Source: an optimization exercise on an open RTL-to-GDS flow (aim: small area and a short achievable clock period). Production flows keep margins and buffers that such runs may drop. The RTL was checked by simulation tests, not by an equivalence proof against the original design. Power and IR drop assume default switching activity.

job 5160:
## lcm_32
module lcm_32(
    input wire [32-1:0] ina, inb,
    input wire clk,
    input wire rst_n,
    output wire [64-1:0] result,
    output reg ready_n);
Size in the first run: ~690 cells after synthesis, ~130 I/O pins, roughly 0.0070 sq mm of cells after synthesis.
clock: 10.0 ns
lec_check: 0
cap_margin: 20
core_margin: 2
core_utilization: 40
slew_margin: 20
standard.sh (not shown) runs the stock make flow with config.mk's settings and CLKGATE_MAP_FILE= SYNTH_SCRIPT=/design/flow/synth_recipe.tcl, a recipe that flattens the netlist after the stock synthesis.
==> flow/flow/run.sh <==
#!/bin/bash
# The standard layout (standard.sh: the standard flow's synthesis and the ORFS steps, with
# the design's constraints unchanged), with two settings changed:
#  - ORFS's timing repair is asked to leave a setup margin, so that it also
#    works the paths that already meet the design's clock period;
#  - the buffer put on every input and output port is buf_1.
# standard.sh's full output goes to standard_flow.log.
set -euo pipefail
MARGIN=${MARGIN:-6.65}
bash standard.sh \
    SETUP_SLACK_MARGIN=$MARGIN \
    TNS_END_PERCENT=100 \
    "BUFFER_PORTS_ARGS=-buffer_cell sky130_fd_sc_hd__buf_1" \
    finish > standard_flow.log 2>&1
Job 5160: flow completed, timing, DRC and antenna clean
## Diff of input files: job 7564 against job 5160
--- a/flow/flow/run.sh
+++ b/flow/flow/run.sh
@@ -7,5 +7,5 @@
 # standard.sh's full output goes to standard_flow.log.
 set -euo pipefail
-MARGIN=${MARGIN:-6.65}
+MARGIN=${MARGIN:-6.4}
 bash standard.sh \
     SETUP_SLACK_MARGIN=$MARGIN \
==> results.txt <==
- [compare] base=job 5160 new=job 7564: clock share of power rose by 1.5 points; maximum achievable frequency fell by about 4%.
- Job 7564 reached the final stage; the timing, design-rule and antenna checks on its layout passed.
- Per the comparison of job 7564 with job 5160, final RePlAce weighted congestion shows a reduction of 0.090; proportion of layout cells with a drive suffix above 1 shows a reduction of 3.4 points.
Input-level comparison between job 6643 and job 7564:
# job 7564
export LEC_CHECK = 0
export CAP_MARGIN = 20
export CORE_MARGIN = 2
export CORE_UTILIZATION = 40
export SLEW_MARGIN = 20
create_clock -name core_clock -period 10.0 [get_ports {clk}]
# job 6643
export LEC_CHECK = 0
export CAP_MARGIN = 20
export CORE_MARGIN = 2
export CORE_UTILIZATION = 45
export SLEW_MARGIN = 20
create_clock -name core_clock -period 10.0 [get_ports {clk}]
--- a/flow/flow/run.sh
+++ b/flow/flow/run.sh
@@ -7,5 +7,5 @@
 # standard.sh's full output goes to standard_flow.log.
 set -euo pipefail
-MARGIN=${MARGIN:-6.4}
+MARGIN=${MARGIN:-6.6}
 bash standard.sh \
     SETUP_SLACK_MARGIN=$MARGIN \
[summary]
Of job 6643 and job 7564, the higher routed wire length belongs to job 6643. Between job 6643 and job 7564, it is job 6643 whose final worst slack is higher, by 0.044 ns. The lower average routed wire per standard cell came out of job 7564. Reported for job 6643 and job 7564, number of max-cap violations turned out identical to the last digit. Endpoint of the most critical setup path = v[2]$_DFFE_PP_: job 6643; endpoint of the most critical setup path = u[12]$_DFFE_PP_: job 7564. Job 6643 against job 7564: clock group share of total power dropped 1.7 points; combinational power climbed about 10%; post-synthesis to final-layout area growth climbed 3.0 points; post-placement cell count dropped 37; number of vias per cell after detailed routing climbed about 7%.

---

Another version of the RTL of lcm_32 (not shown whole).
For scale: ~750 cells after synthesis, ~6900 µm² of cells after synthesis.
export LEC_CHECK = 0
export CAP_MARGIN = 20
export CORE_MARGIN = 2
export CORE_UTILIZATION = 40
export SLEW_MARGIN = 20
create_clock -name core_clock -period 10.0 [get_ports {clk}]
==> flow/flow/run.sh <==
#!/bin/bash
# The standard layout (standard.sh: the standard flow's synthesis and the ORFS steps, with
# the design's constraints unchanged), with two settings changed:
#  - ORFS's timing repair is asked to leave a setup margin, so that it also
#    works the paths that already meet the design's clock period;
#  - the buffer put on every input and output port is buf_1.
# standard.sh's full output goes to standard_flow.log.
set -euo pipefail
MARGIN=${MARGIN:-7}
bash standard.sh \
    SETUP_SLACK_MARGIN=$MARGIN \
    TNS_END_PERCENT=100 \
    "BUFFER_PORTS_ARGS=-buffer_cell sky130_fd_sc_hd__buf_1" \
    finish > standard_flow.log 2>&1
The first run finished clean.
Change:
--- a/flow/flow/run.sh
+++ b/flow/flow/run.sh
@@ -7,5 +7,5 @@
 # standard.sh's full output goes to standard_flow.log.
 set -euo pipefail
-MARGIN=${MARGIN:-7}
+MARGIN=${MARGIN:-6.7}
 bash standard.sh \
     SETUP_SLACK_MARGIN=$MARGIN \
Settings changed: CORE_UTILIZATION 40 to 60, CTS_BUF_LIST set to sky130_fd_sc_hd__clkbuf_8.
Result: First-iteration DRC count came out higher by well over a third; flip-flop and latch count stays the same; non-clock buffer count shrinks by 55; clock power drops by a quarter to a third; die area came out lower by a quarter to a third; cell count decreases by roughly a tenth; total power came out lower by roughly a tenth; wire length falls by a few percent.
Change:
Settings changed: CORE_UTILIZATION 60 to 40, CTS_BUF_LIST sky130_fd_sc_hd__clkbuf_8 to unset.
Effect: Total power hardly moves; utilization decreases by 25 points; cell area went up by about 1.1%; sequential power increases by about 1%; sequential cell count is unchanged; count of clock-buffer cells in the layout increases by 4; sequential share of layout area is lower by 0.40 points.
Change:
--- a/flow/flow/run.sh
+++ b/flow/flow/run.sh
@@ -7,5 +7,5 @@
 # standard.sh's full output goes to standard_flow.log.
 set -euo pipefail
-MARGIN=${MARGIN:-6.7}
+MARGIN=${MARGIN:-6.3}
 bash standard.sh \
     SETUP_SLACK_MARGIN=$MARGIN \
Routed wire length rises by about 0.5%.
Final area fell by 1.3%.
Hold slack hardly moves.
Setup slack degrades by 0.14 ns.
Maximum frequency is lower by 3.8%.
Total power goes down by about 1.6%.
Clock power goes up by about 5%.

afterwards: timing with drivers on the ports:
Ports are ideal in the flow. The routed layouts listed here were re-timed in OpenROAD. Step 1 assumes that a clkbuf_16 drives the clock port and a buf_2 every other input. Step 2 times the ports against the registers' clock, not the clock port: input delays grow and output delays shrink by t, the midpoint of the rising clock arrivals with the driver on. Slacks: ideal / step 1 / step 2; pairs: ideal / step 1.
| run | t, ns | slack for setup (ns) | worst setup path after step 2 | latest minus earliest clock arrival (ns) | cell pins on the clock port's net |
|---|---|---|---|---|---|
| job 5160 | 0.404 | 6.724 / 6.724 / 6.724 | register to register | 0.011 / 0.011 | 1 |
| job 7564 | 0.409 | 6.589 / 6.589 / 6.589 | register to register | 0.011 / 0.010 | 1 |
| job 6643 | 0.404 | 6.633 / 6.633 / 6.633 | register to register | 0.010 / 0.010 | 1 |
| the first run of note 2 | 0.397 | 6.407 / 6.407 / 6.407 | register to register | 0.019 / 0.018 | 1 |
| the second run of note 2 | 0.442 | 6.252 / 6.252 / 6.054 | input to register | 0.011 / 0.012 | 1 |
| the third run of note 2 | 0.394 | 6.418 / 6.418 / 6.318 | input to register | 0.012 / 0.013 | 1 |
| the fourth run of note 2 | 0.404 | 6.278 / 6.278 / 6.025 | input to register | 0.013 / 0.013 | 1 |
After both steps every run listed still meets setup and hold. For the fourth run of note 2, which loses most, drivers alone change the setup slack by 0.000 ns; drivers and shift together by -0.253 ns.
